Background: an optimization exercise with open tools, aiming at small area. Do not read the settings as production practice.
The RTL was checked by simulation tests, not by an equivalence proof against the original design.

==> indigo <==
==> flow/design.v <==
module mb_slave(
	input  clk,
	input  rst_n,
	input  uart_rxd,
	output uart_txd
);
reg  [7:0]   pos;         
reg  [255:0] ring;        
reg  [15:0]  cring;       
reg          bw;          
reg  [8:0]   t;           
reg  [3:0]   b;           
reg  [3:0]   n;           
reg          act;         
reg          tx;          
reg          clr;         
reg          txo;         
reg          ok;          
reg          nxt;         
wire rxd = uart_rxd;
wire b9      = b[3] & b[0];
wire b0      = ~b[3] & ~b[2] & ~b[1] & ~b[0];
wire databit = ~b9 & ~b0;                      
wire t_end   = t[8] & t[7] & t[5] & t[4] & (tx ? t[1] : t[0]);  
wire win     = t[8] ^ t[7];                    
wire cend    = act & b9 & (tx ? t_end : (t[8] & t[5]));
wire ring_out = ring[255];
wire c_out    = cring[15];
wire x    = ~(n[0] ^ tx) ^ b[3];
wire eqc  = (pos[3:0] == {x, b[2:0]});              
wire eqr  = c_out & (pos[7:3] == {n[1], x, b[2:0]});  
wire n01   = ~n[3] & ~n[2] & ~n[1];
wire n23   = ~n[3] & ~n[2] &  n[1];
wire n4    = ~n[3] &  n[2] & ~n[1] & ~n[0];
wire n5    = ~n[3] &  n[2] & ~n[1] &  n[0];
wire n7    = ~n[3] &  n[2] &  n[1] &  n[0];
wire ndata = (~n[3] & n[2] & n[1]) | (n[3] & ~n[2] & ~n[1]);   
wire nval  = n[3] & n[2];                                       
wire fend  = tx ? (~n[3] & n[0]) : (n[3] & n[1] & n[0]);
wire rd    = nxt;
wire go_tx = ~tx & ok & rd & n7;
wire freeze = ~tx & ~ok & n5;                  
wire dwin0 = t[8] & ~t[7] & ~t[6] & ~t[5] & ~t[4];    
wire dwin1 = t[8] & ~t[7] & ~t[6] & ~t[5] &  t[4];    
wire ph1   = (pos[3:0] == 4'd1);
wire skipc = act & freeze & b9 & ph1;
wire trig  = skipc & dwin0;
wire zd    = skipc & dwin1 & bw;               
wire bwe   = bw | trig;
wire cload = n23 & databit & win & eqc;
wire rbld  = n4 & ok & databit & win;          
wire rmatch = (b == 4'd1) ? (pos[0] == rxd) :
              (b == 4'd2) ? (c_out & (pos[1] == rxd)) :
              (b == 4'd3) ? (c_out & (pos[2] == rxd)) : (c_out & ~rxd);
wire wen   = ~tx & ok & ~rd & ndata & databit & win & eqr;
wire fen   = nval & databit & win & eqr;
always @(posedge clk) begin
	pos   <= pos + 8'd1;
	ring  <= {ring[254:0], clr ? 1'b0 : (wen ? rxd : ring_out)};
	cring <= {cring[14:0], cload ? rxd : rbld ? rmatch : (c_out ^ bwe)};
	bw    <= bwe & ~c_out;
end
always @(posedge clk or negedge rst_n)
	if (!rst_n) begin
		act <= 1'b0;
		tx  <= 1'b0;
		clr <= 1'b1;
		txo <= 1'b1;
	end else begin
		clr <= clr & rxd;
		if (!act)
			act <= ~rxd;
		else if (cend & (tx ? fend : ~go_tx))
			act <= 1'b0;
		if (cend)
			tx <= tx ? ~fend : go_tx;
		if (!tx)
			txo <= 1'b1;
		else if (t_end)
			txo <= b9 | (databit & (nxt | (n == 4'd11 && b == 4'd3)));
	end
always @(posedge clk) begin
	t <= (act & ~t_end & ~cend) ? t + 9'd1 : 9'd0;
	if (!act | cend)
		b <= 4'd0;
	else if (t_end)
		b <= b + 4'd1;
	if (clr)
		n <= 4'd0;
	else if (cend)
		n <= fend ? 4'd0 : (freeze ? n : n + 4'd1);
	else if (zd)
		n <= n | 4'b1011;
	if (n == 4'd0 && b0 && win)
		ok <= 1'b1;
	else if (n01 && databit && win)
		ok <= ok & (rxd == (n[0] & (b == 4'd1)));
	if (fen)
		nxt <= ring_out;
	else if (tx & t_end)
		nxt <= 1'b0;
	else if (n5 && databit && win) begin
		if (b == 4'd1) nxt <= rxd;
		if (b == 4'd2) nxt <= nxt & rxd;
	end
end
assign uart_txd = txo;
endmodule
==> flow/flow/run.sh <==
#!/bin/bash
# Own flow: the standard layout (standard.sh) with one change to synthesis:
# the combinational logic is mapped by ABC with an area-oriented script and
# without the half-adder mapping. Flip-flops are mapped exactly as in the
# standard synthesis (synth_recipe.tcl is sourced unchanged), so register names
# and cell types are the standard synthesis's.
set -euo pipefail
W=$(pwd)

cat > "$W/area.abc" <<'EOT'
strash
dch -f
map -a
topo
EOT

cat > "$W/area_synth.tcl" <<EOT
proc abc {args} {
  set out {}
  set skip 0
  foreach a \$args {
    if {\$skip} { set skip 0; continue }
    if {\$a eq "-script" || \$a eq "-D" || \$a eq "-constr"} { set skip 1; continue }
    lappend out \$a
  }
  yosys abc {*}\$out -script $W/area.abc
}
source $W/synth_recipe.tcl
EOT

sed -e "s#SYNTH_SCRIPT=[^ ]*#SYNTH_SCRIPT=$W/area_synth.tcl ADDER_MAP_FILE=#" "$W/standard.sh" > "$W/area_standard.sh"
grep -q "SYNTH_SCRIPT=$W/area_synth.tcl" "$W/area_standard.sh"

# Clock tree without dummy loads; one small buffer on each port.
export CTS_ARGS="-sink_clustering_enable -repair_clock_nets -dont_use_dummy_load -buf_list sky130_fd_sc_hd__clkbuf_4 -sink_clustering_size 10 -sink_clustering_max_diameter 30"
export BUFFER_PORTS_ARGS="-buffer_cell sky130_fd_sc_hd__buf_1"

bash "$W/area_standard.sh" > "$W/flow_make.log" 2>&1
test -f "$W/out/final.def"
==> flow/standard.sh <==
#!/bin/bash
# synth_recipe.tcl (not shown) runs the flow's synth.tcl, then flattens the netlist and writes it again
# the make line also repeats each setting of config.mk as NAME=value (left out here)
make -C /OpenROAD-flow-scripts/flow DESIGN_CONFIG=/design/flow/config.mk WORK_HOME=/design/flow/orfs CLKGATE_MAP_FILE= SYNTH_SCRIPT=/design/flow/synth_recipe.tcl "${@:-finish}"
==> flow/config.mk <==
export PLATFORM = sky130hd
export DESIGN_NAME = mb_slave
export DESIGN_NICKNAME = mb_slave
export VERILOG_FILES = /design/flow/design.v
export SDC_FILE = /design/flow/constraint.sdc
export NUM_CORES = 4
export LEC_CHECK = 0
export CAP_MARGIN = 20
export CORE_MARGIN = 2
export CORE_UTILIZATION = 60
export CTS_BUF_LIST = sky130_fd_sc_hd__clkbuf_8
export CTS_CLUSTER_DIAMETER = 50
export CTS_CLUSTER_SIZE = 18
export PLACE_DENSITY = 0.75
export SLEW_MARGIN = 20
==> flow/constraint.sdc <==
create_clock -name core_clock -period 20.0 [get_ports {clk}]
set_input_delay 4.0000 -clock core_clock [delete_from_list [all_inputs] [get_ports {clk}]]
set_output_delay 4.0000 -clock core_clock [all_outputs]
set_load 0.01 [all_outputs]
==> inputs of maple, as changes to indigo <==
--- a/flow/design.v
+++ b/flow/design.v
@@ -25,3 +25,3 @@
 wire win     = t[8] ^ t[7];                    
-wire cend    = act & b9 & (tx ? t_end : (t[8] & t[5]));
+wire cend    = act & b9 & (tx ? t_end : (t[8] & t[7]));
 wire ring_out = ring[255];
@@ -82,3 +82,3 @@
 always @(posedge clk) begin
-	t <= (act & ~t_end & ~cend) ? t + 9'd1 : 9'd0;
+	t <= (act & ~t_end) ? t + 9'd1 : 9'd0;
 	if (!act | cend)
--- a/flow/flow/run.sh
+++ b/flow/flow/run.sh
@@ -34,3 +34,3 @@
 # Clock tree without dummy loads; one small buffer on each port.
-export CTS_ARGS="-sink_clustering_enable -repair_clock_nets -dont_use_dummy_load -buf_list sky130_fd_sc_hd__clkbuf_4 -sink_clustering_size 10 -sink_clustering_max_diameter 30"
+export CTS_ARGS="-sink_clustering_enable -repair_clock_nets -dont_use_dummy_load -buf_list sky130_fd_sc_hd__clkbuf_16 -sink_clustering_size 32 -sink_clustering_max_diameter 60"
 export BUFFER_PORTS_ARGS="-buffer_cell sky130_fd_sc_hd__buf_1"
==> inputs of tundra, as changes to indigo <==
--- a/flow/design.v
+++ b/flow/design.v
@@ -25,3 +25,3 @@
 wire win     = t[8] ^ t[7];                    
-wire cend    = act & b9 & (tx ? t_end : (t[8] & t[5]));
+wire cend    = act & b9 & (tx ? t_end : (t[8] & t[7]));
 wire ring_out = ring[255];
@@ -82,3 +82,3 @@
 always @(posedge clk) begin
-	t <= (act & ~t_end & ~cend) ? t + 9'd1 : 9'd0;
+	t <= (act & ~t_end) ? t + 9'd1 : 9'd0;
 	if (!act | cend)
--- a/flow/flow/run.sh
+++ b/flow/flow/run.sh
@@ -34,3 +34,3 @@
 # Clock tree without dummy loads; one small buffer on each port.
-export CTS_ARGS="-sink_clustering_enable -repair_clock_nets -dont_use_dummy_load -buf_list sky130_fd_sc_hd__clkbuf_4 -sink_clustering_size 10 -sink_clustering_max_diameter 30"
+export CTS_ARGS="-sink_clustering_enable -repair_clock_nets -dont_use_dummy_load -buf_list sky130_fd_sc_hd__clkbuf_2 -sink_clustering_size 7 -sink_clustering_max_diameter 25"
 export BUFFER_PORTS_ARGS="-buffer_cell sky130_fd_sc_hd__buf_1"
==> inputs of zinc, as changes to indigo <==
--- a/flow/design.v
+++ b/flow/design.v
@@ -25,3 +25,3 @@
 wire win     = t[8] ^ t[7];                    
-wire cend    = act & b9 & (tx ? t_end : (t[8] & t[5]));
+wire cend    = act & b9 & (tx ? t_end : (t[8] & t[7]));
 wire ring_out = ring[255];
@@ -82,3 +82,3 @@
 always @(posedge clk) begin
-	t <= (act & ~t_end & ~cend) ? t + 9'd1 : 9'd0;
+	t <= (act & ~t_end) ? t + 9'd1 : 9'd0;
 	if (!act | cend)
==> flow_metrics.env <==
export IMPL_outcome="complete, no violations"
export IMPL_buf_share_pct=0.148
export IMPL_ys_top_cells_by_count="dfxtp_1 (299), nor2_1 (57), clkinv_1 (41), nand2_1 (31), nor3_1 (23)"
export IMPL_syn_inst=518
export IMPL_routedWlPerCell_microns=13.1
export IMPL_dr_wl_met2_mm=3.69
export IMPL_final_cell_mix="dfxtp_1 (299), nor2_1 (57), clkbuf_4 (42)"
export IMPL_multi_input_area_share_pct=10.9
export IMPL_crit_arrival_ns=1.22
export IMPL_max_freq_mhz=191
export IMPL_synth_simple_area_share_pct=7.62
export IMPL_drtIter0Drc=134
export IMPL_clock_area_share_pct=4.14
export IMPL_pre_cts_ws_ns=14.82
export IMPL_p_comb_mw=0.0500
export IMPL_grt_pass1_wl_mm=15.8
-- figures above: indigo

==> flow_metrics.env <==
export IMPL_outcome="complete, no violations"
export IMPL_final_cell_mix="dfxtp_1 (299), clkbuf_2 (56), nor2_1 (52)"
export IMPL_pre_cts_ws_ns=14.71
export IMPL_grt_pass1_wl_mm=16.0
export IMPL_multi_input_area_share_pct=11.0
export IMPL_p_comb_mw=0.00287
export IMPL_drtIter0Drc=147
export IMPL_syn_inst=515
export IMPL_buf_share_pct=0.149
export IMPL_max_freq_mhz=187
export IMPL_clock_area_share_pct=3.70
export IMPL_synth_simple_area_share_pct=7.03
-- figures above: tundra

==> flow_metrics.env <==
export IMPL_buf_share_pct=0.148
export IMPL_hp_start="ring[194]"
export IMPL_crit_arrival_ns=1.19
export IMPL_clkSinkCount=304
export IMPL_outcome="complete, no violations"
export IMPL_max_freq_mhz=193
export IMPL_route_met3_wl_microns=493
export IMPL_clock_area_share_pct=4.05
export IMPL_dr_wl_met2_mm=3.69
export IMPL_final_cell_mix="dfxtp_1 (299), nor2_1 (52), clkbuf_4 (41)"
export IMPL_syn_inst=515
export IMPL_p_comb_mw=0.00285
export IMPL_synth_seq_cells=304
export IMPL_synth_simple_area_share_pct=7.03
export IMPL_pre_cts_ws_ns=14.71
export IMPL_synthesis_area_sq_um=7110
export IMPL_ys_top_cells_by_count="dfxtp_1 (299), nor2_1 (52), clkinv_1 (40), nand2_1 (32), nor3_1 (24)"
export IMPL_synth_ff_type="dfxtp_1"
-- figures above: zinc

==> flow_metrics.env <==
export IMPL_rsz0062_at_grt="no"
export IMPL_drtIter0Drc=167
export IMPL_multi_input_area_share_pct=10.9
export IMPL_grt_pass1_wl_mm=15.2
export IMPL_buf_share_pct=0.147
export IMPL_routedWlPerCell_microns=13.5
export IMPL_clock_area_share_pct=4.58
export IMPL_syn_inst=515
export IMPL_final_cell_mix="dfxtp_1 (299), nor2_1 (52), clkinv_1 (40)"
export IMPL_ys_top_cells_by_count="dfxtp_1 (299), nor2_1 (52), clkinv_1 (40), nand2_1 (32), nor3_1 (24)"
export IMPL_max_freq_mhz=196
export IMPL_p_comb_mw=0.00293
export IMPL_dr_wl_met2_mm=3.73
export IMPL_crit_arrival_ns=1.11
export IMPL_pre_cts_ws_ns=14.71
export IMPL_synth_simple_area_share_pct=7.03
export IMPL_outcome="complete, no violations"
-- figures above: maple

-- afterwards: timing with drivers on the ports --
In the flow no input, the clock included, has a driving cell. The finished layouts below were timed again as built, in two steps. Step 1 sets driving cells, clkbuf_16 on the clock port and buf_2 on the other inputs (assumed; they add their load-dependent delay and slew). Step 2 times the ports against the registers' clock, not the clock port: input delays grow and output delays shrink by t, the midpoint of the rising clock arrivals with the driver on. Slacks: ideal ports / drivers / drivers and shift; pairs: ideal ports / drivers.
| run | t (ns) | slack for setup (ns) | pins driven straight from the clock port |
|---|---|---|---|
| indigo | 0.601 | 14.777 / 14.747 / 14.767 | 1 |
| maple | 0.490 | 14.892 / 14.856 / 14.708 | 1 |
| tundra | 0.729 | 14.661 / 14.627 / 14.625 | 1 |
| zinc | 0.589 | 14.811 / 14.777 / 14.670 | 1 |
After both steps setup and hold are still met in every run listed. For maple, which loses most, drivers alone change the setup slack by -0.036 ns; drivers and shift together by -0.184 ns.
